Background: an optimization exercise with open tools, aiming at small area, a short achievable clock period and few clock cycles per item. Do not read the settings as production practice.
Only simulation tests tie the RTL to the original design; equivalence was not proved.
Power is estimated from default activity; no workload was simulated.

Setup of red:
Design linear, start of the top module:
module linear (
	clk,
	rst,
	start,
	ready,
	done,
	p__arg0_0_0,
	p__arg0_0_1,
	p__arg0_0_10,
	p__arg0_0_2,
	p__arg0_0_3,
	p__arg0_0_4,
	p__arg0_0_5,
	p__arg0_0_6,
	p__arg0_0_7,
	p__arg0_0_8,
	p__arg0_0_9,
	p___constant_11x11xf32_0_0,
	p___constant_11x11xf32_0_1,
	p___constant_11x11xf32_0_10,
	p___constant_11x11xf32_0_2,
	p___constant_11x11xf32_0_3,
	p___constant_11x11xf32_0_4,
	p___constant_11x11xf32_0_5,
	p___constant_11x11xf32_0_6,
	p___constant_11x11xf32_0_7,
	p___constant_11x11xf32_0_8,
	p___constant_11x11xf32_0_9,
	p___constant_11x11xf32_10_0,
	p___constant_11x11xf32_10_1,
	p___constant_11x11xf32_10_10,
	p___constant_11x11xf32_10_2,
	p___constant_11x11xf32_10_3,
	p___constant_11x11xf32_10_4,
	p___constant_11x11xf32_10_5,
	p___constant_11x11xf32_10_6,
	p___constant_11x11xf32_10_7,
	p___constant_11x11xf32_10_8,
	p___constant_11x11xf32_10_9,
	p___constant_11x11xf32_1_0,
	p___constant_11x11xf32_1_1,
	p___constant_11x11xf32_1_10,
	p___constant_11x11xf32_1_2,
	p___constant_11x11xf32_1_3,
	p___constant_11x11xf32_1_4,
	p___constant_11x11xf32_1_5,
	p___constant_11x11xf32_1_6,
	p___constant_11x11xf32_1_7,
	p___constant_11x11xf32_1_8,
	p___constant_11x11xf32_1_9,
	p___constant_11x11xf32_2_0,
	p___constant_11x11xf32_2_1,
	p___constant_11x11xf32_2_10,
	p___constant_11x11xf32_2_2,
	p___constant_11x11xf32_2_3,
	p___constant_11x11xf32_2_4,
	p___constant_11x11xf32_2_5,
	p___constant_11x11xf32_2_6,
	p___constant_11x11xf32_2_7,
	p___constant_11x11xf32_2_8,
	p___constant_11x11xf32_2_9,
	p___constant_11x11xf32_3_0,
	p___constant_11x11xf32_3_1,
	p___constant_11x11xf32_3_10,
	p___constant_11x11xf32_3_2,
	p___constant_11x11xf32_3_3,
	p___constant_11x11xf32_3_4,
	p___constant_11x11xf32_3_5,
	p___constant_11x11xf32_3_6,
	p___constant_11x11xf32_3_7,
	p___constant_11x11xf32_3_8,
	p___constant_11x11xf32_3_9,
	p___constant_11x11xf32_4_0,
	p___constant_11x11xf32_4_1,
	p___constant_11x11xf32_4_10,
	p___constant_11x11xf32_4_2,
	p___constant_11x11xf32_4_3,
	p___constant_11x11xf32_4_4,
	p___constant_11x11xf32_4_5,
	p___constant_11x11xf32_4_6,
	p___constant_11x11xf32_4_7,
	p___constant_11x11xf32_4_8,
	p___constant_11x11xf32_4_9,
	p___constant_11x11xf32_5_0,
	p___constant_11x11xf32_5_1,
	p___constant_11x11xf32_5_10,
	p___constant_11x11xf32_5_2,
	p___constant_11x11xf32_5_3,
	p___constant_11x11xf32_5_4,
	p___constant_11x11xf32_5_5,
	p___constant_11x11xf32_5_6,
  ...
Size in the first run: roughly 6200 cells after synthesis, roughly 0.049 sq mm of cells after synthesis.
Settings: LEC_CHECK=0, CAP_MARGIN=30, CORE_AREA=5 5 615 615, DIE_AREA=0 0 620 620, PLACE_DENSITY=0.5, SLEW_MARGIN=30; clock period 8.0 ns.
run.sh (not shown) runs the stock make flow with config.mk's settings and CLKGATE_MAP_FILE= SYNTH_SCRIPT=/design/flow/synth_recipe.tcl, a recipe that flattens the netlist after the stock synthesis.
The flow did not stop early for red: all stages ran, and the layout cleared the timing, DRC and antenna checks.
Testbench counts of red, summed over its fixed seeds: cycles 29,600, items 800.
Changes in purple relative to red:
# red
export LEC_CHECK = 0
export CAP_MARGIN = 30
export CORE_AREA = 5 5 615 615
export DIE_AREA = 0 0 620 620
export PLACE_DENSITY = 0.5
export SLEW_MARGIN = 30
create_clock -name core_clock -period 8.0 [get_ports {clk}]
# purple
export LEC_CHECK = 0
export ABC_CLOCK_PERIOD_IN_PS = 3000
export CAP_MARGIN = 30
export CORE_AREA = 5 5 615 615
export DIE_AREA = 0 0 620 620
export PLACE_DENSITY = 0.5
export SETUP_SLACK_MARGIN = 4.5
export SLEW_MARGIN = 30
export TNS_END_PERCENT = 100
create_clock -name core_clock -period 8.0 [get_ports {clk}]
purple | stages: all done | timing, DRC, antenna: all pass. Compared purple vs red, and post-route core utilization is up in purple. Of red and purple, the higher met2 layer wire length in the routed design belongs to purple. Looking at worst setup margin across red and purple, the one that comes out lower is red. Compared with red, purple shows a higher area added between synthesis and finish. Compared with red, purple shows a lower critical path data arrival time. purple ended with more overall routed net length than red. Share of the cycle needed by the critical path after routing on purple is down relative to red. Via count (purple vs. red) increases by a few percent. Row net switching fraction of the power: purple lower / red higher. Critical path depth in cells shrinks by a few percent when moving from red to purple. purple -> red: netlist area before placement delta 0, exact match.

[port drivers added, routing unchanged]
The flow's constraints put no driver on any port. The routed layouts listed below were extracted and timed again, unchanged, in two steps.
Step 1: set_driving_cell puts a clkbuf_16 on clk and a buf_2 on each other input, an assumption about the parent block.
Step 2, shift: input delay + t, output delay - t, t = (earliest + latest rising clock arrival at the registers) / 2. This alone moves slack from input paths to output paths.
Three values: ideal, step 1, step 2; two values: the first two.
| run | t, ns | slack for setup (ns) | hold WS [ns] | latest minus earliest clock arrival (ns) | slew at the worst register clock pin (ns) |
|---|---|---|---|---|---|
| red | 0.768 | 1.905 / 1.905 / 1.905 | 0.454 / 0.454 / 0.454 | 0.060 / 0.060 | 0.07 / 0.07 |
| purple | 0.759 | 3.212 / 3.212 / 3.212 | 0.473 / 0.473 / 0.473 | 0.046 / 0.046 | 0.08 / 0.08 |
After both steps every run listed still meets setup and hold.
